This is an optimization exercise on Yosys and OpenROAD, whose aim is small area, a short achievable clock period and few clock cycles per item, not a production implementation.
RTL that was checked went through simulation tests only; none was proved equivalent to the original.
No functional check of the RTL was part of runs 3 and 4.
Power figures rest on the tool's default switching activity, not on a simulated workload.

## flow/config.mk

```make
export PLATFORM = sky130hd
export DESIGN_NAME = mproc
export DESIGN_NICKNAME = mproc
export VERILOG_FILES = /design/flow/design.v
export SDC_FILE = /design/flow/constraint.sdc
export NUM_CORES = 4
export LEC_CHECK = 0
export CAP_MARGIN = 20
export CORE_MARGIN = 2
export CORE_UTILIZATION = 40
export SLEW_MARGIN = 20
export SYNTH_HIERARCHICAL = 1
```

## flow/flow/downsize.tcl

```tcl
# Area recovery that keeps a setup margin (global-routing parasitics are
# re-estimated after every change): try each instance at the smallest
# smaller drive strength of the same cell that keeps the worst setup slack at
# or above the margin, hold slack at or above 0 and no max slew/capacitance
# violation; keep the change only then.
proc cell_area {m} { return [expr {[$m getWidth] * [$m getHeight] / 1e6}] }
proc core_area {} {
  set a 0
  foreach i [[ord::get_db_block] getInsts] {
    set m [$i getMaster]
    if {[$m getType] eq "CORE"} { set a [expr {$a + [cell_area $m]}] }
  }
  return $a
}
proc downsize {margin hold_margin} {
  set db [ord::get_db]
  set block [ord::get_db_block]
  set base_slew [sta::max_slew_violation_count]
  set base_cap [sta::max_capacitance_violation_count]
  set cands {}
  foreach inst [$block getInsts] {
    set m [$inst getMaster]
    if {[$m getType] ne "CORE"} continue
    set name [$m getName]
    if {![regexp {^(sky130_fd_sc_hd__[a-z0-9]+)_([0-9]+)$} $name -> base size]} continue
    if {[string match "*clkbuf*" $base] || [string match "*clkinv*" $base]} continue
    if {[string match "*dly*" $base] || [string match "*conb*" $base]} continue
    set smaller {}
    foreach s {0 1 2 3 4 6 8 12 16} {
      if {$s >= $size} break
      set mm [$db findMaster ${base}_$s]
      if {$mm eq "NULL"} continue
      if {[llength [get_lib_cells -quiet ${base}_$s]] == 0} continue
      lappend smaller $mm
    }
    if {[llength $smaller] == 0} continue
    lappend cands [list [expr {[cell_area $m] - [cell_area [lindex $smaller 0]]}] $inst $smaller]
  }
  set cands [lsort -real -decreasing -index 0 $cands]
  set n 0
  foreach c $cands {
    lassign $c gain inst smaller
    set orig [$inst getMaster]
    set iname [$inst getName]
    foreach mm $smaller {
      replace_cell $iname [$mm getName]
      estimate_parasitics -global_routing
      if {[worst_slack -max] >= $margin && [worst_slack -min] >= $hold_margin
          && [sta::max_slew_violation_count] <= $base_slew
          && [sta::max_capacitance_violation_count] <= $base_cap} {
        incr n
        break
      }
      replace_cell $iname [$orig getName]
      estimate_parasitics -global_routing
    }
  }
  return $n
}
```

## flow/flow/upsize.tcl

```tcl
# Greedy sizing of the worst path: for the path to the worst endpoint, try
# each instance on it at each larger drive strength of its cell and keep the
# change that raises that endpoint's slack most without lowering the worst
# slack; stop at the target slack or
# when no change helps. Global-routing parasitics are re-estimated after each
# change, and hold slack and max slew/capacitance are kept.
proc upsize_sizes {inst} {
  set db [ord::get_db]
  set m [$inst getMaster]
  set name [$m getName]
  if {![regexp {^(sky130_fd_sc_hd__[a-z0-9]+)_([0-9]+)$} $name -> base size]} { return {} }
  if {[string match "*clkbuf*" $base] || [string match "*clkinv*" $base]} { return {} }
  if {[string match "*dly*" $base] || [string match "*conb*" $base]} { return {} }
  set bigger {}
  foreach s {1 2 3 4 6 8 12 16} {
    if {$s <= $size} continue
    set mm [$db findMaster ${base}_$s]
    if {$mm eq "NULL"} continue
    if {[llength [get_lib_cells -quiet ${base}_$s]] == 0} continue
    lappend bigger [$mm getName]
  }
  return $bigger
}
proc upsize {target hold_margin maxiter} {
  set block [ord::get_db_block]
  set base_slew [sta::max_slew_violation_count]
  set base_cap [sta::max_capacitance_violation_count]
  set n 0
  for {set it 0} {$it < $maxiter} {incr it} {
    set ws [worst_slack -max]
    if {$ws >= $target} break
    set path [lindex [find_timing_paths -path_delay max -group_path_count 1] 0]
    set insts {}
    foreach pt [get_property $path points] {
      set pin [get_property $pt pin]
      if {[get_property $pin is_port]} continue
      set inst [sta::sta_to_db_inst [get_cells -of_objects $pin]]
      if {[lsearch -exact $insts $inst] < 0} { lappend insts $inst }
    }
    set ep [get_property $path endpoint]
    set ep_slack [get_property $ep slack_max]
    set best_ep $ep_slack
    set best {}
    foreach inst $insts {
      set iname [$inst getName]
      set orig [[$inst getMaster] getName]
      foreach cell [upsize_sizes $inst] {
        replace_cell $iname $cell
        estimate_parasitics -global_routing
        set e [get_property $ep slack_max]
        if {$e > $best_ep + 0.0005 && [worst_slack -max] >= $ws - 0.0001
            && [worst_slack -min] >= $hold_margin
            && [sta::max_slew_violation_count] <= $base_slew
            && [sta::max_capacitance_violation_count] <= $base_cap} {
          set best_ep $e
          set best [list $iname $cell]
        }
        replace_cell $iname $orig
        estimate_parasitics -global_routing
      }
    }
    if {$best eq {}} break
    lassign $best iname cell
    replace_cell $iname $cell
    estimate_parasitics -global_routing
    incr n
  }
  return $n
}
```

## flow/flow/downsize_hook.tcl

```tcl
# POST_GLOBAL_ROUTE_TCL hook (runs inside ORFS's global_route.tcl after its
# repairs): optional greedy upsizing of the worst paths (flow/upsize.tcl),
# then area recovery (flow/downsize.tcl) that keeps the setup slack reached,
# then detailed placement and incremental global routing of what changed, as
# ORFS does after its own repairs.
source $::env(FLOWDIR)/downsize.tcl
source $::env(FLOWDIR)/upsize.tcl
estimate_parasitics -global_routing
puts "downsize: before: area [core_area] setup ws [worst_slack -max] hold ws [worst_slack -min]"
if {[info exists ::env(UPSIZE_TARGET)] && $::env(UPSIZE_TARGET) ne ""} {
  set n [upsize $::env(UPSIZE_TARGET) $::env(DOWNSIZE_HOLD_MARGIN) 400]
  puts "downsize: upsized $n: area [core_area] setup ws [worst_slack -max]"
}
set ws [worst_slack -max]
set target [expr {min($::env(DOWNSIZE_MARGIN), $ws)}]
set n [downsize $target $::env(DOWNSIZE_HOLD_MARGIN)]
puts "downsize: after: $n resized, target $target, area [core_area] setup ws [worst_slack -max] hold ws [worst_slack -min]"
global_route -start_incremental
detailed_placement
global_route -end_incremental
estimate_parasitics -global_routing
puts "downsize: after reroute: setup ws [worst_slack -max] hold ws [worst_slack -min]"
```

## flow/design.v

```verilog
module rf_bit (input wire clk, we, nwe, d, output reg q);
  always @(posedge clk) q <= (q & nwe) | (d & we);
endmodule
module rf_bit_s (input wire clk, we, nwe, s, d, output reg q);
  always @(posedge clk) q <= (q & nwe) | (d & we) | s;
endmodule
module rd_bit (input wire [7:0] s, input wire [7:0] r, output wire o);
  assign o = |(s & r);
endmodule
module g_inv (input wire a, output wire y);
  assign y = ~a;
endmodule
module g_nand2 (input wire a, b, output wire y);
  assign y = ~(a & b);
endmodule
module g_nor2 (input wire a, b, output wire y);
  assign y = ~(a | b);
endmodule
module g_andn (input wire a, b, output wire y);
  assign y = a & ~b;
endmodule
module g_xor2 (input wire a, b, output wire y);
  assign y = a ^ b;
endmodule
module g_xnor2 (input wire a, b, output wire y);
  assign y = ~(a ^ b);
endmodule
module g_aoi21 (input wire a1, a2, b1, output wire y);
  assign y = ~((a1 & a2) | b1);
endmodule
module g_oai21 (input wire a1, a2, b1, output wire y);
  assign y = ~((a1 | a2) & b1);
endmodule
module g_maj3 (input wire a, b, c, output wire y);
  assign y = (a & b) | (c & (a | b));
endmodule
module g_a2bb2oi (input wire a1, a2, b1, b2, output wire y);
  assign y = ~((~a1 & ~a2) | (b1 & b2));
endmodule
module g_aoi211 (input wire a1, a2, b1, c1, output wire y);
  assign y = ~((a1 & a2) | b1 | c1);
endmodule
module g_mux2i (input wire a0, a1, s, output wire y);
  assign y = ~(s ? a1 : a0);
endmodule
module g_nor3 (input wire a, b, c, output wire y);
  assign y = ~(a | b | c);
endmodule
module g_nand3 (input wire a, b, c, output wire y);
  assign y = ~(a & b & c);
endmodule
module alu (input wire [1:0] op, input wire [15:0] i0, i1,
    output wire [15:0] o, output wire cout);
  wire nop1;
  wire bx0;
  wire gn0;
  wire pn0;
  wire l0;
  wire bx1;
  wire gn1;
  wire pn1;
  wire l1;
  wire bx2;
  wire gn2;
  wire pn2;
  wire l2;
  wire bx3;
  wire gn3;
  wire pn3;
  wire l3;
  wire bx4;
  wire gn4;
  wire pn4;
  wire l4;
  wire bx5;
  wire gn5;
  wire pn5;
  wire l5;
  wire bx6;
  wire gn6;
  wire pn6;
  wire l6;
  wire bx7;
  wire gn7;
  wire pn7;
  wire l7;
  wire bx8;
  wire gn8;
  wire pn8;
  wire l8;
  wire bx9;
  wire gn9;
  wire pn9;
  wire l9;
  wire bx10;
  wire gn10;
  wire pn10;
  wire l10;
  wire bx11;
  wire gn11;
  wire pn11;
  wire l11;
  wire bx12;
  wire gn12;
  wire pn12;
  wire l12;
  wire bx13;
  wire gn13;
  wire pn13;
  wire l13;
  wire bx14;
  wire gn14;
  wire pn14;
  wire l14;
  wire bx15;
  wire gn15;
  wire pn15;
  wire l15;
  wire nsub;
  wire g1_1;
  wire g1_2;
  wire p1_2;
  wire g1_3;
  wire p1_3;
  wire g1_4;
  wire p1_4;
  wire g1_5;
  wire p1_5;
  wire g1_6;
  wire p1_6;
  wire g1_7;
  wire p1_7;
  wire g1_8;
  wire p1_8;
  wire g1_9;
  wire p1_9;
  wire g1_10;
  wire p1_10;
  wire g1_11;
  wire p1_11;
  wire g1_12;
  wire p1_12;
  wire g1_13;
  wire p1_13;
  wire g1_14;
  wire p1_14;
  wire g1_15;
  wire p1_15;
  wire g1_16;
  wire p1_16;
  wire g2_2;
  wire g2_3;
  wire g2_4;
  wire p2_4;
  wire g2_5;
  wire p2_5;
  wire g2_6;
  wire p2_6;
  wire g2_7;
  wire p2_7;
  wire g2_8;
  wire p2_8;
  wire g2_9;
  wire p2_9;
  wire g2_10;
  wire p2_10;
  wire g2_11;
  wire p2_11;
  wire g2_12;
  wire p2_12;
  wire g2_13;
  wire p2_13;
  wire g2_14;
  wire p2_14;
  wire g2_15;
  wire p2_15;
  wire g2_16;
  wire p2_16;
  wire g3_4;
  wire n_g1_1;
  wire g3_5;
  wire g3_6;
  wire g3_7;
  wire g3_8;
  wire p3_8;
  wire g3_9;
  wire p3_9;
  wire g3_10;
  wire p3_10;
  wire g3_11;
  wire p3_11;
  wire g3_12;
  wire p3_12;
  wire g3_13;
  wire p3_13;
  wire g3_14;
  wire p3_14;
  wire g3_15;
  wire p3_15;
  wire g3_16;
  wire p3_16;
  wire g4_8;
  wire g4_9;
  wire n_g2_2;
  wire g4_10;
  wire n_g2_3;
  wire g4_11;
  wire g4_12;
  wire g4_13;
  wire g4_14;
  wire g4_15;
  wire g4_16;
  wire p4_16;
  wire g5_16;
  wire yn0;
  wire ca0;
  wire yn1;
  wire ca1;
  wire yn2;
  wire ca2;
  wire yn3;
  wire ca3;
  wire yn4;
  wire ca4;
  wire yn5;
  wire ca5;
  wire yn6;
  wire ca6;
  wire yn7;
  wire ca7;
  wire y8;
  wire y9;
  wire y10;
  wire y11;
  wire y12;
  wire y13;
  wire y14;
  wire y15;
  g_inv u1 (op[1], nop1);
  g_xor2 u2 (i1[0], op[0], bx0);
  g_nand2 u3 (i0[0], bx0, gn0);
  g_xnor2 u4 (i0[0], bx0, pn0);
  g_maj3 u5 (i0[0], i1[0], op[0], l0);
  g_xor2 u6 (i1[1], op[0], bx1);
  g_nand2 u7 (i0[1], bx1, gn1);
  g_xnor2 u8 (i0[1], bx1, pn1);
  g_maj3 u9 (i0[1], i1[1], op[0], l1);
  g_xor2 u10 (i1[2], op[0], bx2);
  g_nand2 u11 (i0[2], bx2, gn2);
  g_xnor2 u12 (i0[2], bx2, pn2);
  g_maj3 u13 (i0[2], i1[2], op[0], l2);
  g_xor2 u14 (i1[3], op[0], bx3);
  g_nand2 u15 (i0[3], bx3, gn3);
  g_xnor2 u16 (i0[3], bx3, pn3);
  g_maj3 u17 (i0[3], i1[3], op[0], l3);
  g_xor2 u18 (i1[4], op[0], bx4);
  g_nand2 u19 (i0[4], bx4, gn4);
  g_xnor2 u20 (i0[4], bx4, pn4);
  g_maj3 u21 (i0[4], i1[4], op[0], l4);
  g_xor2 u22 (i1[5], op[0], bx5);
  g_nand2 u23 (i0[5], bx5, gn5);
  g_xnor2 u24 (i0[5], bx5, pn5);
  g_maj3 u25 (i0[5], i1[5], op[0], l5);
  g_xor2 u26 (i1[6], op[0], bx6);
  g_nand2 u27 (i0[6], bx6, gn6);
  g_xnor2 u28 (i0[6], bx6, pn6);
  g_maj3 u29 (i0[6], i1[6], op[0], l6);
  g_xor2 u30 (i1[7], op[0], bx7);
  g_nand2 u31 (i0[7], bx7, gn7);
  g_xnor2 u32 (i0[7], bx7, pn7);
  g_maj3 u33 (i0[7], i1[7], op[0], l7);
  g_xor2 u34 (i1[8], op[0], bx8);
  g_nand2 u35 (i0[8], bx8, gn8);
  g_xnor2 u36 (i0[8], bx8, pn8);
  g_maj3 u37 (i0[8], i1[8], op[0], l8);
  g_xor2 u38 (i1[9], op[0], bx9);
  g_nand2 u39 (i0[9], bx9, gn9);
  g_xnor2 u40 (i0[9], bx9, pn9);
  g_maj3 u41 (i0[9], i1[9], op[0], l9);
  g_xor2 u42 (i1[10], op[0], bx10);
  g_nand2 u43 (i0[10], bx10, gn10);
  g_xnor2 u44 (i0[10], bx10, pn10);
  g_maj3 u45 (i0[10], i1[10], op[0], l10);
  g_xor2 u46 (i1[11], op[0], bx11);
  g_nand2 u47 (i0[11], bx11, gn11);
  g_xnor2 u48 (i0[11], bx11, pn11);
  g_maj3 u49 (i0[11], i1[11], op[0], l11);
  g_xor2 u50 (i1[12], op[0], bx12);
  g_nand2 u51 (i0[12], bx12, gn12);
  g_xnor2 u52 (i0[12], bx12, pn12);
  g_maj3 u53 (i0[12], i1[12], op[0], l12);
  g_xor2 u54 (i1[13], op[0], bx13);
  g_nand2 u55 (i0[13], bx13, gn13);
  g_xnor2 u56 (i0[13], bx13, pn13);
  g_maj3 u57 (i0[13], i1[13], op[0], l13);
  g_xor2 u58 (i1[14], op[0], bx14);
  g_nand2 u59 (i0[14], bx14, gn14);
  g_xnor2 u60 (i0[14], bx14, pn14);
  g_maj3 u61 (i0[14], i1[14], op[0], l14);
  g_xor2 u62 (i1[15], op[0], bx15);
  g_nand2 u63 (i0[15], bx15, gn15);
  g_xnor2 u64 (i0[15], bx15, pn15);
  g_maj3 u65 (i0[15], i1[15], op[0], l15);
  g_inv u66 (op[0], nsub);
  g_oai21 u67 (pn0, nsub, gn0, g1_1);
  g_oai21 u68 (pn1, gn0, gn1, g1_2);
  g_nor2 u69 (pn1, pn0, p1_2);
  g_oai21 u70 (pn2, gn1, gn2, g1_3);
  g_nor2 u71 (pn2, pn1, p1_3);
  g_oai21 u72 (pn3, gn2, gn3, g1_4);
  g_nor2 u73 (pn3, pn2, p1_4);
  g_oai21 u74 (pn4, gn3, gn4, g1_5);
  g_nor2 u75 (pn4, pn3, p1_5);
  g_oai21 u76 (pn5, gn4, gn5, g1_6);
  g_nor2 u77 (pn5, pn4, p1_6);
  g_oai21 u78 (pn6, gn5, gn6, g1_7);
  g_nor2 u79 (pn6, pn5, p1_7);
  g_oai21 u80 (pn7, gn6, gn7, g1_8);
  g_nor2 u81 (pn7, pn6, p1_8);
  g_oai21 u82 (pn8, gn7, gn8, g1_9);
  g_nor2 u83 (pn8, pn7, p1_9);
  g_oai21 u84 (pn9, gn8, gn9, g1_10);
  g_nor2 u85 (pn9, pn8, p1_10);
  g_oai21 u86 (pn10, gn9, gn10, g1_11);
  g_nor2 u87 (pn10, pn9, p1_11);
  g_oai21 u88 (pn11, gn10, gn11, g1_12);
  g_nor2 u89 (pn11, pn10, p1_12);
  g_oai21 u90 (pn12, gn11, gn12, g1_13);
  g_nor2 u91 (pn12, pn11, p1_13);
  g_oai21 u92 (pn13, gn12, gn13, g1_14);
  g_nor2 u93 (pn13, pn12, p1_14);
  g_oai21 u94 (pn14, gn13, gn14, g1_15);
  g_nor2 u95 (pn14, pn13, p1_15);
  g_oai21 u96 (pn15, gn14, gn15, g1_16);
  g_nor2 u97 (pn15, pn14, p1_16);
  g_aoi21 u98 (p1_2, op[0], g1_2, g2_2);
  g_aoi21 u99 (p1_3, g1_1, g1_3, g2_3);
  g_aoi21 u100 (p1_4, g1_2, g1_4, g2_4);
  g_nand2 u101 (p1_4, p1_2, p2_4);
  g_aoi21 u102 (p1_5, g1_3, g1_5, g2_5);
  g_nand2 u103 (p1_5, p1_3, p2_5);
  g_aoi21 u104 (p1_6, g1_4, g1_6, g2_6);
  g_nand2 u105 (p1_6, p1_4, p2_6);
  g_aoi21 u106 (p1_7, g1_5, g1_7, g2_7);
  g_nand2 u107 (p1_7, p1_5, p2_7);
  g_aoi21 u108 (p1_8, g1_6, g1_8, g2_8);
  g_nand2 u109 (p1_8, p1_6, p2_8);
  g_aoi21 u110 (p1_9, g1_7, g1_9, g2_9);
  g_nand2 u111 (p1_9, p1_7, p2_9);
  g_aoi21 u112 (p1_10, g1_8, g1_10, g2_10);
  g_nand2 u113 (p1_10, p1_8, p2_10);
  g_aoi21 u114 (p1_11, g1_9, g1_11, g2_11);
  g_nand2 u115 (p1_11, p1_9, p2_11);
  g_aoi21 u116 (p1_12, g1_10, g1_12, g2_12);
  g_nand2 u117 (p1_12, p1_10, p2_12);
  g_aoi21 u118 (p1_13, g1_11, g1_13, g2_13);
  g_nand2 u119 (p1_13, p1_11, p2_13);
  g_aoi21 u120 (p1_14, g1_12, g1_14, g2_14);
  g_nand2 u121 (p1_14, p1_12, p2_14);
  g_aoi21 u122 (p1_15, g1_13, g1_15, g2_15);
  g_nand2 u123 (p1_15, p1_13, p2_15);
  g_aoi21 u124 (p1_16, g1_14, g1_16, g2_16);
  g_nand2 u125 (p1_16, p1_14, p2_16);
  g_oai21 u126 (p2_4, nsub, g2_4, g3_4);
  g_inv u127 (g1_1, n_g1_1);
  g_oai21 u128 (p2_5, n_g1_1, g2_5, g3_5);
  g_oai21 u129 (p2_6, g2_2, g2_6, g3_6);
  g_oai21 u130 (p2_7, g2_3, g2_7, g3_7);
  g_oai21 u131 (p2_8, g2_4, g2_8, g3_8);
  g_nor2 u132 (p2_8, p2_4, p3_8);
  g_oai21 u133 (p2_9, g2_5, g2_9, g3_9);
  g_nor2 u134 (p2_9, p2_5, p3_9);
  g_oai21 u135 (p2_10, g2_6, g2_10, g3_10);
  g_nor2 u136 (p2_10, p2_6, p3_10);
  g_oai21 u137 (p2_11, g2_7, g2_11, g3_11);
  g_nor2 u138 (p2_11, p2_7, p3_11);
  g_oai21 u139 (p2_12, g2_8, g2_12, g3_12);
  g_nor2 u140 (p2_12, p2_8, p3_12);
  g_oai21 u141 (p2_13, g2_9, g2_13, g3_13);
  g_nor2 u142 (p2_13, p2_9, p3_13);
  g_oai21 u143 (p2_14, g2_10, g2_14, g3_14);
  g_nor2 u144 (p2_14, p2_10, p3_14);
  g_oai21 u145 (p2_15, g2_11, g2_15, g3_15);
  g_nor2 u146 (p2_15, p2_11, p3_15);
  g_oai21 u147 (p2_16, g2_12, g2_16, g3_16);
  g_nor2 u148 (p2_16, p2_12, p3_16);
  g_aoi211 u149 (p3_8, op[0], g3_8, op[1], g4_8);
  g_aoi211 u150 (p3_9, g1_1, g3_9, op[1], g4_9);
  g_inv u151 (g2_2, n_g2_2);
  g_aoi211 u152 (p3_10, n_g2_2, g3_10, op[1], g4_10);
  g_inv u153 (g2_3, n_g2_3);
  g_aoi211 u154 (p3_11, n_g2_3, g3_11, op[1], g4_11);
  g_aoi211 u155 (p3_12, g3_4, g3_12, op[1], g4_12);
  g_aoi211 u156 (p3_13, g3_5, g3_13, op[1], g4_13);
  g_aoi211 u157 (p3_14, g3_6, g3_14, op[1], g4_14);
  g_aoi211 u158 (p3_15, g3_7, g3_15, op[1], g4_15);
  g_aoi21 u159 (p3_16, g3_8, g3_16, g4_16);
  g_nand2 u160 (p3_16, p3_8, p4_16);
  g_oai21 u161 (p4_16, nsub, g4_16, g5_16);
  g_a2bb2oi u162 (op[1], pn0, op[1], l0, yn0);
  g_nand2 u163 (op[0], nop1, ca0);
  g_xor2 u164 (yn0, ca0, o[0]);
  g_a2bb2oi u165 (op[1], pn1, op[1], l1, yn1);
  g_nand2 u166 (g1_1, nop1, ca1);
  g_xor2 u167 (yn1, ca1, o[1]);
  g_a2bb2oi u168 (op[1], pn2, op[1], l2, yn2);
  g_nor2 u169 (g2_2, op[1], ca2);
  g_xnor2 u170 (yn2, ca2, o[2]);
  g_a2bb2oi u171 (op[1], pn3, op[1], l3, yn3);
  g_nor2 u172 (g2_3, op[1], ca3);
  g_xnor2 u173 (yn3, ca3, o[3]);
  g_a2bb2oi u174 (op[1], pn4, op[1], l4, yn4);
  g_nand2 u175 (g3_4, nop1, ca4);
  g_xor2 u176 (yn4, ca4, o[4]);
  g_a2bb2oi u177 (op[1], pn5, op[1], l5, yn5);
  g_nand2 u178 (g3_5, nop1, ca5);
  g_xor2 u179 (yn5, ca5, o[5]);
  g_a2bb2oi u180 (op[1], pn6, op[1], l6, yn6);
  g_nand2 u181 (g3_6, nop1, ca6);
  g_xor2 u182 (yn6, ca6, o[6]);
  g_a2bb2oi u183 (op[1], pn7, op[1], l7, yn7);
  g_nand2 u184 (g3_7, nop1, ca7);
  g_xor2 u185 (yn7, ca7, o[7]);
  g_mux2i u186 (pn8, l8, op[1], y8);
  g_xnor2 u187 (y8, g4_8, o[8]);
  g_mux2i u188 (pn9, l9, op[1], y9);
  g_xnor2 u189 (y9, g4_9, o[9]);
  g_mux2i u190 (pn10, l10, op[1], y10);
  g_xnor2 u191 (y10, g4_10, o[10]);
  g_mux2i u192 (pn11, l11, op[1], y11);
  g_xnor2 u193 (y11, g4_11, o[11]);
  g_mux2i u194 (pn12, l12, op[1], y12);
  g_xnor2 u195 (y12, g4_12, o[12]);
  g_mux2i u196 (pn13, l13, op[1], y13);
  g_xnor2 u197 (y13, g4_13, o[13]);
  g_mux2i u198 (pn14, l14, op[1], y14);
  g_xnor2 u199 (y14, g4_14, o[14]);
  g_mux2i u200 (pn15, l15, op[1], y15);
  g_xnor2 u201 (y15, g4_15, o[15]);
  assign cout = g5_16;
endmodule
module pc (input wire clk, reset, output reg [15:0] cnt);
  wire [16:0] c;
  assign c[0] = 1'b1;
  genvar i;
  generate
    for (i = 0; i < 16; i = i + 1) begin : g
      assign c[i+1] = c[i] & cnt[i];
    end
  endgenerate
  always @(posedge clk) cnt <= (cnt ^ c[15:0]) & ~{16{reset}};
endmodule
module reg_alu (input wire clk, reset, exn, clr, input wire [7:0] sa, sb, input wire [2:0] d,
  input wire [1:0] op, output reg wb_en, output reg [2:0] wb_addr, output reg [15:0] wb_data,
  output reg cout);
  wire [15:0] q [0:7];
  reg c;
  wire [15:0] a, b, res;
  wire co;
  wire [7:0] we, nwe, wdn;
  wire [2:0] dn;
  genvar i, j;
  generate
    for (i = 0; i < 3; i = i + 1) begin : g_dn
      g_inv u (d[i], dn[i]);
    end
    for (i = 0; i < 8; i = i + 1) begin : g_we
      g_nand3 ud (i[0] ? d[0] : dn[0], i[1] ? d[1] : dn[1], i[2] ? d[2] : dn[2], wdn[i]);
      g_nor2 ue (exn, wdn[i], we[i]);
      g_nor2 un (we[i], clr, nwe[i]);
    end
  endgenerate
  generate
    for (j = 0; j < 16; j = j + 1) begin : g_bit0
      rf_bit_s u (clk, we[0], nwe[0], clr, res[j], q[0][j]);
    end
    for (i = 1; i < 8; i = i + 1) begin : g_reg
      for (j = 0; j < 16; j = j + 1) begin : g_bit
        rf_bit u (clk, we[i], nwe[i], res[j], q[i][j]);
      end
    end
    for (j = 0; j < 16; j = j + 1) begin : g_rd
      rd_bit ua (sa, {q[7][j], q[6][j], q[5][j], q[4][j], q[3][j], q[2][j], q[1][j], q[0][j]}, a[j]);
      rd_bit ub (sb, {q[7][j], q[6][j], q[5][j], q[4][j], q[3][j], q[2][j], q[1][j], q[0][j]}, b[j]);
    end
  endgenerate
  alu alu_0 (op, a, b, res, co);
  always @(posedge clk) begin
    wb_en <= ~exn & ~reset;
    wb_addr <= d;
    wb_data <= res;
    c <= co;
    cout <= c;
  end
endmodule
module mproc (input wire clk, reset, input wire [15:0] ins, output wire [15:0] addr,
  output wire wb_en, output wire [2:0] wb_addr, output wire [15:0] wb_data, output wire cout);
  wire [7:0] sa, sb;
  wire [2:0] d;
  wire [1:0] op;
  wire exn, clr;
  pc pc_0 (clk, reset, addr);
  ir ir_0 (clk, reset, ins, sa, sb, d, op, exn, clr);
  reg_alu reg_alu_0 (clk, reset, exn, clr, sa, sb, d, op, wb_en, wb_addr, wb_data, cout);
endmodule
module ir (input wire clk, reset, input wire [15:0] ins, output reg [7:0] sa, sb,
  output reg [2:0] d, output reg [1:0] op, output reg exn, output reg clr);
  reg halted, halt_ir;
  wire [5:0] insn;
  wire [7:0] sa_d, sb_d;
  wire z1, z2, z3, halt_in, nclr, nhalted_nx, okn, halted_d;
  genvar k;
  generate
    for (k = 0; k < 6; k = k + 1) begin : g_insn
      g_inv u (ins[k], insn[k]);
    end
    for (k = 0; k < 8; k = k + 1) begin : g_dec
      g_nor3 ua (k[0] ? insn[0] : ins[0], k[1] ? insn[1] : ins[1], k[2] ? insn[2] : ins[2], sa_d[k]);
      g_nor3 ub (k[0] ? insn[3] : ins[3], k[1] ? insn[4] : ins[4], k[2] ? insn[5] : ins[5], sb_d[k]);
    end
  endgenerate
  g_nor3 u_z1 (ins[15], ins[14], ins[13], z1);
  g_nor2 u_z3 (ins[12], ins[11], z3);
  g_nand2 u_h (z1, z3, halt_in);
  g_inv u_nclr (clr, nclr);
  g_aoi21 u_hn (nclr, halt_ir, halted, nhalted_nx);
  g_nor2 u_hd (reset, nhalted_nx, halted_d);
  g_nor3 u_z2 (ins[12], ins[11], reset, z2);
  g_nand3 u_ok (z1, z2, nhalted_nx, okn);
  always @(posedge clk) begin
    sa <= sa_d;
    sb <= sb_d;
    d <= ins[8:6];
    op <= ins[10:9];
    halt_ir <= halt_in;
    exn <= okn;
    clr <= reset;
    halted <= halted_d;
  end
endmodule
```

## flow/constraint.sdc

```tcl
create_clock -name core_clock -period 11.0 [get_ports {clk}]
set_input_delay 2.2000 -clock core_clock [delete_from_list [all_inputs] [get_ports {clk}]]
set_output_delay 2.2000 -clock core_clock [all_outputs]
set_load 0.01 [all_outputs]
```

## flow/flow/run.sh

```bash
#!/bin/bash
# Layout flow: the standard synthesis unchanged, then the standard ORFS
# steps with these changes (settings in flow/params.sh):
#  - repair_timing is asked to leave a setup margin (SETUP_SLACK_MARGIN); the
#    design is still laid out and signed off at the design's clock period,
#    the margin only makes the resizer work harder;
#  - ports are buffered with plain buffers, and delay cells are not used as
#    buffers;
#  - clock tree buffers as set in CTS_ARGS;
#  - after global routing, optionally the worst paths are upsized
#    (flow/upsize.tcl), then cells are downsized where that keeps the setup
#    slack (flow/downsize.tcl).
# Each tool's output goes to its own log in this folder.
set -uo pipefail
source flow/params.sh
export FLOWDIR=$PWD/flow
bash standard.sh synth > synth.log 2>&1 || exit 1
export DONT_USE_CELLS="$EXTRA_DONT_USE"
VARS=(SETUP_SLACK_MARGIN=$MARGIN "BUFFER_PORTS_ARGS=$BUFFER_PORTS_ARGS" "${EXTRA[@]}")
if [[ -n "${DOWNSIZE_MARGIN:-}" ]]; then
  export DOWNSIZE_MARGIN DOWNSIZE_HOLD_MARGIN UPSIZE_TARGET=${UPSIZE_TARGET:-}
  VARS+=("POST_GLOBAL_ROUTE_TCL=$FLOWDIR/downsize_hook.tcl")
fi
bash standard.sh "${VARS[@]}" finish > layout.log 2>&1
```

## flow/standard.sh

```bash
#!/bin/bash
# synth_recipe.tcl (not shown) runs the flow's synth.tcl, then flattens the netlist and writes it again
# the make line also repeats each setting of config.mk as NAME=value (left out here)
make -C /OpenROAD-flow-scripts/flow DESIGN_CONFIG=/design/flow/config.mk WORK_HOME=/design/flow/orfs CLKGATE_MAP_FILE= SYNTH_SCRIPT=/design/flow/synth_recipe.tcl "${@:-finish}"
```

## flow/flow/params.sh

```bash
MARGIN=7.8
BUFFER_PORTS_ARGS="-buffer_cell sky130_fd_sc_hd__buf_2"
EXTRA_DONT_USE="sky130_fd_sc_hd__dlygate4sd1_1 sky130_fd_sc_hd__dlygate4sd2_1 sky130_fd_sc_hd__dlygate4sd3_1 sky130_fd_sc_hd__clkdlybuf4s15_1 sky130_fd_sc_hd__clkdlybuf4s15_2 sky130_fd_sc_hd__clkdlybuf4s18_1 sky130_fd_sc_hd__clkdlybuf4s18_2 sky130_fd_sc_hd__clkdlybuf4s25_1 sky130_fd_sc_hd__clkdlybuf4s25_2 sky130_fd_sc_hd__clkdlybuf4s50_1 sky130_fd_sc_hd__clkdlybuf4s50_2 sky130_fd_sc_hd__dlymetal6s2s_1 sky130_fd_sc_hd__dlymetal6s4s_1 sky130_fd_sc_hd__dlymetal6s6s_1"
EXTRA=("CTS_ARGS=-sink_clustering_enable -repair_clock_nets -buf_list sky130_fd_sc_hd__clkbuf_8 -root_buf sky130_fd_sc_hd__clkbuf_16")
DOWNSIZE_MARGIN=8.0
DOWNSIZE_HOLD_MARGIN=0.05
UPSIZE_TARGET=8.0
```

==> results.json, run 1 <==
{
  "drt_drc_violations_left": 0,
  "boundaryPins": 55,
  "slowest_stage": "dfxtp_2",
  "synthesis.area_sq_um": 8230,
  "number_of_synthesized_flops_with_an_enable_pin": 0,
  "synth-warning-count": 11,
  "grtUsageMet2_pct": 32.6,
  "gr-max-usage-layer": "met2",
  "peakVddDrop_v": 0.0000764,
  "holdCritPathClass": "flop to flop",
  "worst-endpoint-arrival_ps": 870,
  "cellLeakagePower_uw": 0.00342,
  "place.port_buffers": 54,
  "cts.sinks": 191,
  "insertion_delay_of_the_later_clocked_pin_in_the_worst_skew_pair_ps": 400,
  "fp.dieArea_sq_um": 21700,
  "regArea_sq_um": 3880,
  "syn2layout_area_growth_pct": 12.2,
  "gp_congestion": 0.919,
  "worst_setup_hold_path_clk_slew_ps": 100,
  "globalRouteMet1Util_pct": 31.5,
  "cts-htree-levels": 4,
  "end_kind": "output pin",
  "clock_root_buffer_master": "clkbuf_16",
  "critical_path_cell_count": 1,
  "cts_max_path_buffers": 2,
  "finalHoldViolCount": 0,
  "setup_tns_ps": 0,
  "required_ps": 8800,
  "critical_path.max_stage_delay_ps": 370,
  "share_seq_of_total_power_pct": 56.2,
  "timing.final.crit_period_ps": 3070,
  "initial_core_util_pct": 40.7,
  "post-route-cell-area_sq_um": 9240,
  "fp.dieW_um": 147,
  "worst-r2r-cell-count": 16,
  "drt-pass1-iter-count": 6,
  "wire_per_inst_um": 21.7,
  "synth.avg_cell_area_sq_um": 10.7,
  "post-layout-total-power_uw": 1320,
  "grt.total_usage_pct": 22.3,
  "worst-slew-pin-transition_ps": 1310,
  "kind_of_cell_with_the_highest_combined_delay_on_the_critical_path": "flip-flops",
  "critical_path_buf_inv_count": 1,
  "synth.yosys.seq_area_share_pct": 46.5,
  "dp_hpwl_mm": 14.8,
  "place_inst": 1102,
  "p_switching_uw": 371,
  "first_global_vias": 6355,
  "die_h_um": 147,
  "postSynth.asyncResetShare_pct": 0,
  "slew_headroom_pct": 12.7,
  "grt_antenna_before_repair": 0,
  "combPwrFrac_pct": 11.2,
  "floorplan.rows": 52,
  "setup_buffers_after_cts": 0,
  "instances_no_fill": 1135,
  "main_flop_type_after_synthesis": "dfxtp_1",
  "layout_worst_path_cycle_share_pct": 28.0,
  "cts-buffers-inserted": 17,
  "grt_first_pass_wirelength_mm": 37.1,
  "setup_viol": 0,
  "grt_max_degree": 37,
  "gr-usage-met3_pct": 5.46,
  "drt-initial-drc-count": 692,
  "power_per_standard_cell_area_nw_per_um2": 143,
  "num_antenna_cells": 0,
  "setup.worst_path.class": "flop to output pin",
  "post_cts_resize_count": 18,
  "timing.critical_path.cells": "buf_6",
  "timing.critical_path.from_type": "flop",
  "cts_tree": "yes",
  "timing.fmax_mhz": 325,
  "hold_ws_ps": 335,
  "design_internal_power_uw": 951,
  "synthDistinctLibCells": 23,
  "finalNetCount": 884,
  "maxCapViolCount": 0,
  "grt.overflow.total": 0,
  "synth_seq_cells": 191,
  "multi_input_comb_area_sq_um": 4300,
  "switching_share_pct": 28.1,
  "final_worst_clock_skew_ps": 32.7,
  "synthesis.instances": 770,
  "final_max_slew_viol_count": 0,
  "holdBufCountCts": 0,
  "layout.filler_cells": 1963,
  "post_drt_via_cell_ratio": 6.14,
  "syn_nets": 802,
  "routed_wirelength_mm": 24.6,
  "dr_total_vias": 6964,
  "holdPathStages": 0,
  "dpl-instance-area_sq_um": 8920,
  "final_antenna_net_count": 0,
  "drive_gt1_share_pct": 16.1,
  "power_frac_clock_pct": 32.6,
  "design.core.area_sq_um": 20200,
  "result_of_the_run": "finished clean",
  "critPathMaxFanout": 2
}
==> worst paths after layout <==
path	start	to	slack [ps]
worst max register to register	pc_0.cnt[0]	pc_0.cnt[15]	7990
worst min register to register	reg_alu_0.c	reg_alu_0.cout	330
worst min-delay path	reg_alu_0.c	reg_alu_0.cout	330
worst max-delay path	pc_0.cnt[14]	addr[14]	7930
==> metrics by stage <==
step	utilization (%)	setup slack (ps)
2_1_floorplan	-	7900
3_3_place_gp	44.1	7560
3_5_place_dp	44.1	7560
4_1_cts	46.1	7810
6_report	45.6	7930
==> area by class of cell <==
class                           count  share of cell area, %
Clock buffer                       18                   2.80
Clock inverter                     14                   1.10
Inverter                           15                  0.610
Multi-Input combinational cell    563                   46.6
Sequential cell                   191                   42.0
Tap cell                          270                   3.66
Timing Repair Buffer               64                   3.29
==> registers in the layout (all words and copies together), names as in the netlist, 2 cells and up <==
signal / flops
ir_0.sa: 8
pc_0.cnt: 16
reg_alu_0.wb_addr: 3
ir_0.op: 2
reg_alu_0.g.g_bit.u.q: 112
ir_0.sb: 8
ir_0.d: 3
reg_alu_0.wb_data: 16
reg_alu_0.g_bit0.u.q: 16
==> Yosys cell counts, drive strengths merged (9+ instances only) <==
master,count,area (sq um)
inv,15,56.3
nor3,18,180
a21oi,17,149
nor2,47,176
nand2,37,139
a22oi,128,961
o21ai,30,150
ha,14,175
a221o,16,160
dfxtp,191,3820
nand3,9,45.0
xnor2,27,236
nand4,32,200
a22o,112,981
xor2,22,193
maj3,16,180
==> power by group through the flow <==
stage                     registers (uW)  logic, uW  clock network (uW)
after floorplan                      753       94.9                   0
after global placement               757        149                   0
after detailed placement             757        149                   0
after CTS                            742        150                 470
final                                743        148                 431
==> modules after synthesis, one instance, submodules excluded, excerpt <==
module,times used,cells,flip-flops and latches,area (sq um)
g_a2bb2oi,8,1,0,15.0
g_maj3,16,1,0,11.3
g_mux2i,8,1,0,10.0
g_nand2,37,1,0,3.75
g_nor2,44,1,0,3.75
ir,1,25,25,500
rd_bit,32,5,0,36.3
reg_alu,1,23,22,444
==> layer usage <==
| metal | share of wire (%) | vias to the layer above |
|---|---|---|
| met5 | 0 | - |
| met4 | 3.5 | 0 |
| met3 | 8.8 | 70 |
| met2 | 43 | 357 |
| met1 | 45 | 3310 |
| li1 | - | 3227 |
==> kinds of logic (layout without fill, tap and decap cells) <==
kind of cell               Yosys count  count (layout)  share of synthesized area [%]
DFF                                191             191                           46.5
adders and majority gates           30              30                           4.32
AOI/OAI and AO/OA                  319             319                           31.8
buffers and inverters               16             111                          0.821
xor gates and xnor gates            49              49                           5.21
and+or+nand+nor                    157             157                           10.4
muxes                                8               8                          0.973
==> layout by cell type (no fill, tap or decap), types with 4 or more instances in the layout <==
master and instances:
a211oi_2 8, a21oi_1 12, a21oi_2 5, a221o_1 16
a22o_1 112, a22oi_1 128, a2bb2oi_1 8, and2b_1 6
buf_1 33, buf_2 27, buf_6 4, clkbuf_8 17
clkinvlp_4 4, dfxtp_1 157, dfxtp_2 30, dfxtp_4 4
ha_1 5, ha_2 8, inv_1 21, maj3_1 16
mux2i_1 8, nand2_1 37, nand3_1 9, nand4_1 32
nor2_1 39, nor2_2 8, nor2b_1 8, nor3_1 18
o21ai_0 17, o21ai_1 12, xnor2_1 14, xnor2_2 13
xor2_1 18, xor2_2 4
Testbench counts, summed over its fixed seeds: cycles 6,861, instrs 6,733.
==> inputs of run 2 (changes only) <==
--- a/flow/config.mk
+++ b/flow/config.mk
@@ -7,6 +7,6 @@
 export LEC_CHECK = 0
 export CAP_MARGIN = 20
 export CORE_MARGIN = 2
-export CORE_UTILIZATION = 40
+export CORE_UTILIZATION = 55
 export SLEW_MARGIN = 20
 export SYNTH_HIERARCHICAL = 1
==> run 2 against run 1 <==
Compared with the run above: synthesized area is the same; via count up 6.0%; cell count decreased by 7.6%; combinational power is essentially flat; largest cell class unchanged.
==> results.json, run 2 <==
{
  "result_of_the_run": "finished clean",
  "slew_headroom_pct": 10.7,
  "initial_core_util_pct": 56.4,
  "p_switching_uw": 372,
  "post_drt_via_cell_ratio": 7.04,
  "number_of_synthesized_flops_with_an_enable_pin": 0,
  "maxCapViolCount": 0,
  "place.port_buffers": 54,
  "cts_max_path_buffers": 2,
  "max_flop_register": "reg_alu_0.g.g_bit.u.q",
  "final_max_slew_viol_count": 0,
  "required_ps": 8800,
  "wire_per_inst_um": 24.3,
  "fp.dieArea_sq_um": 16000,
  "globalRouteMet1Util_pct": 40.2,
  "power_per_standard_cell_area_nw_per_um2": 146,
  "num_antenna_cells": 0,
  "worst-slew-pin-transition_ps": 1340,
  "synthDistinctLibCells": 23,
  "timing.final.crit_period_ps": 3150,
  "holdPathStages": 0,
  "drive_gt1_share_pct": 10.6,
  "drt-pass1-iter-count": 7,
  "timing.critical_path.cells": "buf_6 > buf_6",
  "finalCoreUtilization_pct": 62.0,
  "cellLeakagePower_uw": 0.00333,
  "grt_first_pass_wirelength_mm": 39.0,
  "grtUsageMet2_pct": 49.7,
  "final_worst_clock_skew_ps": 28.9,
  "grt.overflow.total": 0,
  "critPathMaxFanout": 2,
  "critical_path_cell_count": 2,
  "cts.sinks": 191,
  "setup_buffers_after_cts": 0,
  "insertion_delay_of_the_later_clocked_pin_in_the_worst_skew_pair_ps": 400,
  "top_cell_type_s_share_of_synthesized_area_pct": 46.5,
  "timing.fmax_mhz": 317,
  "regArea_sq_um": 3850,
  "syn_nets": 802,
  "fp.dieW_um": 126,
  "finalNetCount": 884,
  "first_global_vias": 7184,
  "setup_tns_ps": 0,
  "floorplan.rows": 44,
  "finalHoldViolCount": 0,
  "worst_setup_hold_path_clk_slew_ps": 100,
  "synth-warning-count": 11,
  "post_cts_resize_count": 20,
  "drt_drc_violations_left": 0,
  "dp_hpwl_mm": 15.5,
  "grt_max_degree": 37,
  "holdBufCountCts": 0,
  "combPwrFrac_pct": 11.2,
  "layout_worst_path_cycle_share_pct": 28.7,
  "kind_of_cell_with_the_highest_combined_delay_on_the_critical_path": "flip-flops",
  "gr-max-usage-layer": "met2",
  "synthesis.area_sq_um": 8230,
  "drt-initial-drc-count": 1097,
  "grt.total_usage_pct": 31.5,
  "worst-r2r-cell-count": 15,
  "boundaryPins": 55,
  "share_seq_of_total_power_pct": 56.3,
  "cts-htree-levels": 4,
  "switching_share_pct": 28.2,
  "yosys-top-cells-count": "dfxtp_1 (191), a22oi_1 (128), a22o_1 (112), nor2_1 (47), nand2_1 (37)",
  "synthDominantAreaCellType": "dfxtp_1",
  "dr_total_vias": 7385,
  "layout_commonest_cell": "dfxtp_1",
  "synthesis.instances": 770,
  "design_internal_power_uw": 950,
  "critical_path.max_stage_delay_ps": 340,
  "grt_antenna_before_repair": 0,
  "setup.worst_path.class": "flop to output pin",
  "gp_congestion": 0.941,
  "final_antenna_net_count": 0,
  "power_frac_clock_pct": 32.5,
  "postSynth.asyncResetShare_pct": 0,
  "die_h_um": 126,
  "clock_root_buffer_master": "clkbuf_16",
  "critical_path_buf_inv_count": 2,
  "routed_wirelength_mm": 25.5,
  "main_flop_type_after_synthesis": "dfxtp_1",
  "layout.filler_cells": 1272,
  "multi_input_comb_area_sq_um": 4280,
  "end_kind": "output pin",
  "peakVddDrop_v": 0.000131,
  "synth.avg_cell_area_sq_um": 10.7,
  "synth.top_cells.by_area": "dfxtp_1 (46%), a22o_1 (12%), a22oi_1 (12%)",
  "cts-buffers-inserted": 17,
  "setup_viol": 0,
  "synth_seq_cells": 191,
  "synth.most_common_cell": "dfxtp_1",
  "cts_tree": "yes",
  "most-common-layout-cells": "dfxtp_1 (172), a22oi_1 (128), a22o_1 (112)",
  "syn2layout_area_growth_pct": 9.84,
  "gr-usage-met3_pct": 8.94,
  "design.core.area_sq_um": 14600,
  "timing.critical_path.from_type": "flop",
  "largest_reg_flops": 112,
  "path_common_cell": "buf_6",
  "holdCritPathClass": "flop to flop",
  "synth.yosys.seq_area_share_pct": 46.5,
  "worst-endpoint-arrival_ps": 950,
  "slowest_stage": "dfxtp_2"
}
[run 2: cell families after synthesis]
logic type | Yosys count | synth area share (%)
AOI/OAI and AO/OA | 319 | 31.8
DFF | 191 | 46.5
and+or+nand+nor | 157 | 10.4
adders and majority gates | 30 | 4.32
buffers and inverters | 16 | 0.821
xor gates and xnor gates | 49 | 5.21
muxes | 8 | 0.973
[run 2: final cells by class]
cell class / count / area share, %
Tap cell: 184 / 2.55
Clock buffer: 18 / 2.87
Clock inverter: 14 / 1.18
Timing Repair Buffer: 64 / 2.85
Inverter: 15 / 0.623
Sequential cell: 191 / 42.6
Multi-Input combinational cell: 563 / 47.3
[run 2: path summary, 6_finish.rpt]
path / startpoint / end / slack (ps)
worst max-delay path: pc_0.cnt[0] / addr[0] / 7850
worst min-delay path: reg_alu_0.c / reg_alu_0.cout / 370
worst max register to register: pc_0.cnt[0] / pc_0.cnt[14] / 7920
worst min register to register: reg_alu_0.c / reg_alu_0.cout / 370
[run 2: through the flow]
| step | std cells | cell area (sq um) | setup WS (ps) | total power (uW) | hold slack, ps |
|---|---|---|---|---|---|
| floorplan | 770 | 8230 | 7900 | 848 | 310 |
| global placement | 1016 | 8810 | 7630 | 903 | 336 |
| detailed placement | 1016 | 8810 | 7550 | 906 | 330 |
| CTS | 1048 | 9290 | 7800 | 1390 | 349 |
| finish | 1049 | 9040 | 7850 | 1320 | 368 |
[run 2: Yosys stat by module (local to each module, per instance), a selection]
module	copies in the design	area [sq um]	cells inside
g_oai21	30	5.00	1
g_a2bb2oi	8	15.0	1
reg_alu	1	444	23
rf_bit_s	16	30.0	2
g_nand3	9	5.00	1
ir	1	500	25
g_nand2	37	3.75	1
g_nor3	18	10.0	1
g_xor2	22	8.76	1
rf_bit	112	28.8	2
g_maj3	16	11.3	1
g_xnor2	26	8.76	1
[run 2: metal layers]
layer | wire (um) | part of all wire [%]
met1 | 10000 | 39
met2 | 11300 | 44
met3 | 2850 | 11
met4 | 1290 | 5.1
met5 | 0 | 0
[run 2: power by group through the flow]
stage,combinational (uW),sequential (uW),clock (uW)
after floorplan,94.9,753,0
after global placement,146,757,0
after detailed placement,149,758,0
after CTS,152,742,500
final,149,744,429
==> inputs of run 3 (changes only) <==
--- a/flow/design.v
+++ b/flow/design.v
@@ -505,10 +505,10 @@
 endmodule
 module ir (input wire clk, reset, input wire [15:0] ins, output reg [7:0] sa, sb,
   output reg [2:0] d, output reg [1:0] op, output reg exn, output reg clr);
-  reg halted, halt_ir;
+  reg halted;
   wire [5:0] insn;
   wire [7:0] sa_d, sb_d;
-  wire z1, z2, z3, halt_in, nclr, nhalted_nx, okn, halted_d;
+  wire z1, z2, nclr, nhalted_nx, okn, halted_d;
   genvar k;
   generate
     for (k = 0; k < 6; k = k + 1) begin : g_insn
@@ -520,10 +520,8 @@
     end
   endgenerate
   g_nor3 u_z1 (ins[15], ins[14], ins[13], z1);
-  g_nor2 u_z3 (ins[12], ins[11], z3);
-  g_nand2 u_h (z1, z3, halt_in);
   g_inv u_nclr (clr, nclr);
-  g_aoi21 u_hn (nclr, halt_ir, halted, nhalted_nx);
+  g_aoi21 u_hn (nclr, exn, halted, nhalted_nx);
   g_nor2 u_hd (reset, nhalted_nx, halted_d);
   g_nor3 u_z2 (ins[12], ins[11], reset, z2);
   g_nand3 u_ok (z1, z2, nhalted_nx, okn);
@@ -532,7 +530,6 @@
     sb <= sb_d;
     d <= ins[8:6];
     op <= ins[10:9];
-    halt_ir <= halt_in;
     exn <= okn;
     clr <= reset;
     halted <= halted_d;
--- a/flow/config.mk
+++ b/flow/config.mk
@@ -7,6 +7,6 @@
 export LEC_CHECK = 0
 export CAP_MARGIN = 20
 export CORE_MARGIN = 2
-export CORE_UTILIZATION = 55
+export CORE_UTILIZATION = 40
 export SLEW_MARGIN = 20
 export SYNTH_HIERARCHICAL = 1
==> run 3 against run 2 <==
Compared with the run above: non-clock buffer count up 3; critical endpoint is now addr[7]; global-route usage fell by 7.2 points; die area up 36%.
==> results.json, run 3 <==
{
  "result_of_the_run": "finished clean",
  "clock_root_buffer_master": "clkbuf_16",
  "grt_antenna_before_repair": 0,
  "grt_max_degree": 37,
  "main_flop_type_after_synthesis": "dfxtp_1",
  "required_ps": 8800,
  "layout_commonest_cell": "dfxtp_1",
  "synthDistinctLibCells": 23,
  "routed_wirelength_mm": 26.9,
  "final_antenna_net_count": 0,
  "post_cts_resize_count": 24,
  "layout_worst_path_cycle_share_pct": 28.3,
  "boundaryPins": 55,
  "synth.yosys.seq_area_share_pct": 46.4,
  "place_inst": 1100,
  "synthesis.instances": 767,
  "timing.final.crit_period_ps": 3110,
  "grt.overflow.total": 0,
  "final_worst_clock_skew_ps": 28.0,
  "slew_headroom_pct": 8.58,
  "setup.worst_path.class": "flop to output pin",
  "grt.total_usage_pct": 24.3,
  "synthesis.area_sq_um": 8200,
  "largest_reg_flops": 112,
  "syn_nets": 799,
  "insertion_delay_of_the_later_clocked_pin_in_the_worst_skew_pair_ps": 400,
  "drive_gt1_share_pct": 11.9,
  "timing.critical_path.cells": "buf_1",
  "dr_total_vias": 7254,
  "holdCritPathClass": "flop to flop",
  "timing.fmax_mhz": 322,
  "finalHoldViolCount": 0,
  "maxCapViolCount": 0,
  "power_per_standard_cell_area_nw_per_um2": 146,
  "end_kind": "output pin",
  "slowest_stage": "dfxtp_1",
  "top_cell_type_s_share_of_synthesized_area_pct": 46.4,
  "finalNetCount": 884,
  "instances_no_fill": 1135,
  "fp.dieArea_sq_um": 21700,
  "place.port_buffers": 54,
  "setup_tns_ps": 0,
  "cts_max_path_buffers": 2,
  "design.core.area_sq_um": 20200,
  "post_drt_via_cell_ratio": 6.39,
  "timing.critical_path.from_type": "flop",
  "kind_of_cell_with_the_highest_combined_delay_on_the_critical_path": "flip-flops",
  "postSynth.asyncResetShare_pct": 0,
  "cts.sinks": 190,
  "grt_first_pass_wirelength_mm": 39.9,
  "floorplan.rows": 52,
  "drt-pass1-iter-count": 7,
  "worst-slew-pin-transition_ps": 1370,
  "synthDominantAreaCellType": "dfxtp_1",
  "critical_path_buf_inv_count": 1,
  "synth.most_common_cell": "dfxtp_1",
  "cts-htree-levels": 4,
  "synth-warning-count": 11,
  "num_antenna_cells": 0,
  "setup_buffers_after_cts": 0,
  "synth_seq_cells": 190,
  "syn2layout_area_growth_pct": 12.4,
  "synth.avg_cell_area_sq_um": 10.7,
  "cts_tree": "yes",
  "initial_core_util_pct": 40.7,
  "critical_path.max_stage_delay_ps": 350,
  "synth.top_cells.by_area": "dfxtp_1 (46%), a22o_1 (12%), a22oi_1 (12%)",
  "holdBufCountCts": 0,
  "dp_hpwl_mm": 16.0,
  "worst-endpoint-arrival_ps": 910,
  "die_h_um": 147,
  "hold_ws_ps": 341,
  "critPathMaxFanout": 2,
  "gp_congestion": 0.922,
  "worst_setup_hold_path_clk_slew_ps": 100,
  "cts-buffers-inserted": 17,
  "fp.dieW_um": 147,
  "number_of_synthesized_flops_with_an_enable_pin": 0,
  "yosys-top-cells-count": "dfxtp_1 (190), a22oi_1 (128), a22o_1 (112), nor2_1 (46), nand2_1 (36)",
  "max_flop_register": "reg_alu_0.g.g_bit.u.q",
  "cellLeakagePower_uw": 0.00338,
  "most-common-layout-cells": "dfxtp_1 (171), a22oi_1 (127), a22o_1 (112)",
  "first_global_vias": 6539,
  "wire_per_inst_um": 23.7,
  "drt-initial-drc-count": 870,
  "setup_viol": 0,
  "peakVddDrop_v": 0.0000833,
  "final_max_slew_viol_count": 0,
  "drt_drc_violations_left": 0
}
-- run 3: changes by cell type after synthesis, sizes merged --
| cell | previous run | this run |
|---|---|---|
| dfxtp | 191 | 190 |
| nand2 | 37 | 36 |
| nor2 | 47 | 46 |
-- run 3: layout make-up --
class / count / area [sq um]
Clock buffer: 18 / 259
Clock inverter: 14 / 116
Fill cell: 2054 / 11000
Inverter: 15 / 56.3
Multi-Input combinational cell: 561 / 4340
Sequential cell: 190 / 3850
Tap cell: 270 / 338
Timing Repair Buffer: 67 / 260
-- run 3: power by group --
group	leakage (uW)	internal (uW)	switching, uW	total (uW)
clock network	0.000231	202	244	445
logic	0.00159	49.0	110	158
registers	0.00156	707	30.8	738
total	0.00338	958	384	1340
-- run 3: cell families (layout without fill, tap and decap cells) --
| logic type | after synthesis | after routing | share of synthesized area [%] |
|---|---|---|---|
| xor+xnor | 49 | 49 | 5.23 |
| flops | 190 | 190 | 46.4 |
| compound gates | 319 | 319 | 32.0 |
| buf+inv | 16 | 114 | 0.824 |
| fa+ha+maj | 30 | 30 | 4.33 |
| mux | 8 | 8 | 0.976 |
| simple gates | 155 | 155 | 10.3 |
-- run 3: stage by stage --
stage	total power [uW]	utilization [%]	worst slack [ps]	instance area [sq um]
2_1_floorplan	844	-	7900	8200
3_3_place_gp	909	44.1	7340	8900
3_5_place_dp	910	44.1	7320	8900
4_1_cts	1430	46.7	7810	9430
6_report	1340	45.7	7890	9220
-- run 3: path summary, 6_finish.rpt --
kind,endpoint,start,cells after the start,slack [ps]
setup / recovery,addr[7],pc_0.cnt[7],1,7890
hold / removal,reg_alu_0.cout,reg_alu_0.c,0,340
setup reg to reg,reg_alu_0.g_bit0[14].u.q,ir_0.sb[3],10,7980
hold reg to reg,reg_alu_0.cout,reg_alu_0.c,0,340
-- run 3: layer usage --
| layer | routed length, um | GRT usage (%) | share of wire, % |
|---|---|---|---|
| met2 | 11200 | 34.6 | 42 |
| met3 | 2830 | 7.17 | 11 |
| met5 | 0 | 0 | 0 |
| met4 | 1080 | 9.76 | 4.0 |
| met1 | 11800 | 34.5 | 44 |
-- run 3: Yosys stat by module (local to each module, per instance), a selection --
module     area [sq um]  times used
ir                  480           1
g_a2bb2oi          15.0           8
g_nand3            5.00           9
g_aoi21            8.76          17
g_nor3             10.0          18
reg_alu             444           1
g_aoi211           12.5           8
rd_bit             36.3          32
g_nor2             3.75          43
g_oai21            5.00          30
g_mux2i            10.0           8
==> inputs of run 4 (changes only) <==
==> flow/flow/params.sh (replaced) <==
MARGIN=7.8
BUFFER_PORTS_ARGS="-buffer_cell sky130_fd_sc_hd__buf_2"
EXTRA_DONT_USE="sky130_fd_sc_hd__dlygate4sd1_1 sky130_fd_sc_hd__dlygate4sd2_1 sky130_fd_sc_hd__dlygate4sd3_1 sky130_fd_sc_hd__clkdlybuf4s15_1 sky130_fd_sc_hd__clkdlybuf4s15_2 sky130_fd_sc_hd__clkdlybuf4s18_1 sky130_fd_sc_hd__clkdlybuf4s18_2 sky130_fd_sc_hd__clkdlybuf4s25_1 sky130_fd_sc_hd__clkdlybuf4s25_2 sky130_fd_sc_hd__clkdlybuf4s50_1 sky130_fd_sc_hd__clkdlybuf4s50_2 sky130_fd_sc_hd__dlymetal6s2s_1 sky130_fd_sc_hd__dlymetal6s4s_1 sky130_fd_sc_hd__dlymetal6s6s_1"
EXTRA=("CTS_ARGS=-sink_clustering_enable -repair_clock_nets -dont_use_dummy_load -buf_list sky130_fd_sc_hd__clkbuf_8 -root_buf sky130_fd_sc_hd__clkbuf_16")
DOWNSIZE_MARGIN=8.0
DOWNSIZE_HOLD_MARGIN=0.05
UPSIZE_TARGET=8.0
==> run 4 against run 3 <==
Compared with the run above: clock skew rose by 7.8 ps; utilization is 0.47 points lower; routed wire length down 0.94%; sequential cell count is the same; register-to-register slack lost 50 ps; combinational power rose by 3%; die area unchanged; worst hold slack got worse by 0.97 ps; still clean.
==> results.json, run 4 <==
{
  "final_antenna_net_count": 0,
  "end_kind": "output pin",
  "routed_wirelength_mm": 26.6,
  "initial_core_util_pct": 40.7,
  "dpl-instance-area_sq_um": 8900,
  "regArea_sq_um": 3850,
  "finalNetCount": 885,
  "drt-pass1-iter-count": 6,
  "cts_tree": "yes",
  "setup_tns_ps": 0,
  "synthDistinctLibCells": 23,
  "worst-endpoint-arrival_ps": 910,
  "postSynth.asyncResetShare_pct": 0,
  "peakVddDrop_v": 0.0000847,
  "timing.final.ws_setup_ps": 7890,
  "grt.overflow.total": 0,
  "wire_per_inst_um": 23.7,
  "slowest_stage": "dfxtp_2",
  "post_drt_via_cell_ratio": 6.38,
  "setup_viol": 0,
  "final_max_slew_viol_count": 0,
  "most-common-layout-cells": "dfxtp_1 (171), a22oi_1 (128), a22o_1 (112)",
  "synthesis.area_sq_um": 8200,
  "timing.critical_path.from_type": "flop",
  "setup_buffers_after_cts": 0,
  "timing.critical_path.cells": "buf_1",
  "grt_max_degree": 37,
  "layout.filler_cells": 2050,
  "synth.yosys.seq_area_share_pct": 46.4,
  "critical_path_buf_inv_count": 1,
  "drt_drc_violations_left": 0,
  "critical_path.max_stage_delay_ps": 360,
  "dp_hpwl_mm": 16.0,
  "place.port_buffers": 54,
  "power_per_standard_cell_area_nw_per_um2": 138,
  "design.core.area_sq_um": 20200,
  "holdCritPathClass": "flop to flop",
  "insertion_delay_of_the_later_clocked_pin_in_the_worst_skew_pair_ps": 400,
  "synth.top_cells.by_area": "dfxtp_1 (46%), a22o_1 (12%), a22oi_1 (12%)",
  "finalHoldViolCount": 0,
  "r2r_start": "ir_0.sb[3]",
  "synth-warning-count": 11,
  "cts-htree-levels": 4,
  "startpoint": "pc_0.cnt[15]",
  "drt-initial-drc-count": 904,
  "fp.dieArea_sq_um": 21700,
  "timing.fmax_mhz": 321,
  "gp_congestion": 0.922,
  "cts_max_path_buffers": 2,
  "clock_root_buffer_master": "clkbuf_16",
  "setup.worst_path.class": "flop to output pin",
  "hold_ws_ps": 340,
  "fp.dieW_um": 147,
  "syn2layout_area_growth_pct": 11.2,
  "final_worst_clock_skew_ps": 35.8,
  "floorplan.rows": 52,
  "top_cell_type_s_share_of_synthesized_area_pct": 46.4,
  "synthDominantAreaCellType": "dfxtp_1",
  "timing.final.crit_period_ps": 3110,
  "hp-start": "reg_alu_0.c",
  "required_ps": 8800,
  "layout_worst_path_cycle_share_pct": 28.3,
  "die_h_um": 147,
  "post_cts_resize_count": 24,
  "grt.total_usage_pct": 24.2,
  "preCtsSetupSlack_ps": 7320,
  "syn_nets": 799,
  "synth.avg_cell_area_sq_um": 10.7,
  "main_flop_type_after_synthesis": "dfxtp_1",
  "grt_antenna_before_repair": 0,
  "dr_total_vias": 7154,
  "holdBufCountCts": 0,
  "maxCapViolCount": 0,
  "slew_headroom_pct": 8.48,
  "number_of_synthesized_flops_with_an_enable_pin": 0,
  "cellLeakagePower_uw": 0.00326,
  "worst-slew-pin-transition_ps": 1370,
  "yosys-top-cells-count": "dfxtp_1 (190), a22oi_1 (128), a22o_1 (112), nor2_1 (46), nand2_1 (36)",
  "worst_setup_hold_path_clk_slew_ps": 110,
  "num_antenna_cells": 0,
  "grt_first_pass_wirelength_mm": 39.7,
  "cts-buffers-inserted": 17,
  "first_global_vias": 6486,
  "cts.sinks": 190,
  "result_of_the_run": "finished clean",
  "layout_commonest_cell": "dfxtp_1",
  "synth.most_common_cell": "dfxtp_1",
  "kind_of_cell_with_the_highest_combined_delay_on_the_critical_path": "flip-flops",
  "max_flop_register": "reg_alu_0.g.g_bit.u.q",
  "post-route-cell-area_sq_um": 9120,
  "synth_seq_cells": 190,
  "boundaryPins": 55,
  "multi_input_comb_area_sq_um": 4370,
  "critPathMaxFanout": 2,
  "largest_reg_flops": 112,
  "drive_gt1_share_pct": 11.2,
  "synthesis.instances": 767
}
## run 4: cell counts after synthesis
Identical to the previous run, type by type.
## run 4: cell families after synthesis
logic type	after synthesis	share of synthesized area [%]
fa+ha+maj	30	4.33
buf+inv	16	0.824
flops	190	46.4
compound gates	319	32.0
simple gates	155	10.3
xor+xnor	49	5.23
mux	8	0.976
## run 4: per-module statistics from Yosys (local to each module, per instance), excerpt
module	cell area (sq um)	copies in the design	flops+latches
g_aoi21	8.76	17	0
g_a2bb2oi	15.0	8	0
reg_alu	444	1	22
g_nand2	3.75	36	0
g_oai21	5.00	30	0
rf_bit	28.8	112	1
g_inv	3.75	15	0
g_xnor2	8.76	26	0
ir	480	1	24
g_mux2i	10.0	8	0
g_xor2	8.76	22	0
g_nor3	10.0	18	0
g_nand3	5.00	9	0
rf_bit_s	30.0	16	1
## run 4: report_power, final
part | switching (uW) | leakage, uW | total, uW | internal (uW)
Combinational | 111 | 0.00158 | 162 | 50.8
Clock | 216 | 0.000127 | 363 | 147
Sequential | 30.6 | 0.00156 | 738 | 707
## run 4: worst paths after layout
path                                   end  slack (ps)  cells past startpoint
setup / recovery                  addr[15]        7890                      1
hold / removal              reg_alu_0.cout         340                      0
setup reg to reg  reg_alu_0.g_bit0[14].u.q        7930                     10
hold reg to reg             reg_alu_0.cout         340                      0
## run 4: layer usage
| layer | part of all wire (%) | wire [um] | GRT usage, % |
|---|---|---|---|
| met1 | 44 | 11700 | 34.7 |
| met2 | 42 | 11200 | 34.1 |
| met3 | 10 | 2670 | 6.58 |
| met4 | 4.0 | 1060 | 10.1 |
| met5 | 0 | 0 | 0 |
## run 4: layout make-up
type,instances,share of cell area (%)
clock buffer,17,2.69
inverter,15,0.617
multi-input combinational,561,47.9
sequential,190,42.2
tap,270,3.70
timing repair buffer,68,2.87
## run 4: through the flow
| stage | total power, uW | util, % | cells |
|---|---|---|---|
| detailed placement | 910 | 44.1 | 1100 |
| finish | 1260 | 45.2 | 1121 |
| CTS | 1270 | 45.7 | 1117 |
| floorplan | 844 | - | 767 |
| global placement | 909 | 44.1 | 1100 |
## run 4: worst register-to-register path: cells and delay by family (launching register included)
kind            cells  cell delay (ps)
simple gates        1              160
compound gates      6             1640
flops               1              460
xor+xnor            3              730

[afterwards: timing with drivers on the ports]
No port has a modelled driver above. Below, the same layouts with a new extraction and two added sets of constraints.
Step 1: set_driving_cell puts a clkbuf_16 on clk and a buf_2 on each other input, an assumption about the parent block.
Step 2 moves the port delays by t, midway between the first and last clock arrival at a register: inputs arrive t later, outputs are due t later. That takes back most of the time a late clock gives input paths.
a / b / c = ideal / step 1 / step 2; a / b = the first two.
run	t (ns)	setup slack, ns	hold WS [ns]	worst setup path after step 2	latest minus earliest clock arrival (ns)
run 1	0.424	7.925 / 7.882 / 7.985	0.335 / 0.335 / 0.335	register to register	0.033 / 0.033
run 2	0.426	7.847 / 7.806 / 7.919	0.368 / 0.368 / 0.368	register to register	0.029 / 0.029
run 3	0.434	7.891 / 7.846 / 7.977	0.341 / 0.341 / 0.341	register to register	0.028 / 0.028
run 4	0.430	7.885 / 7.839 / 7.932	0.340 / 0.340 / 0.340	register to register	0.035 / 0.036
After both steps every run listed still meets setup and hold.
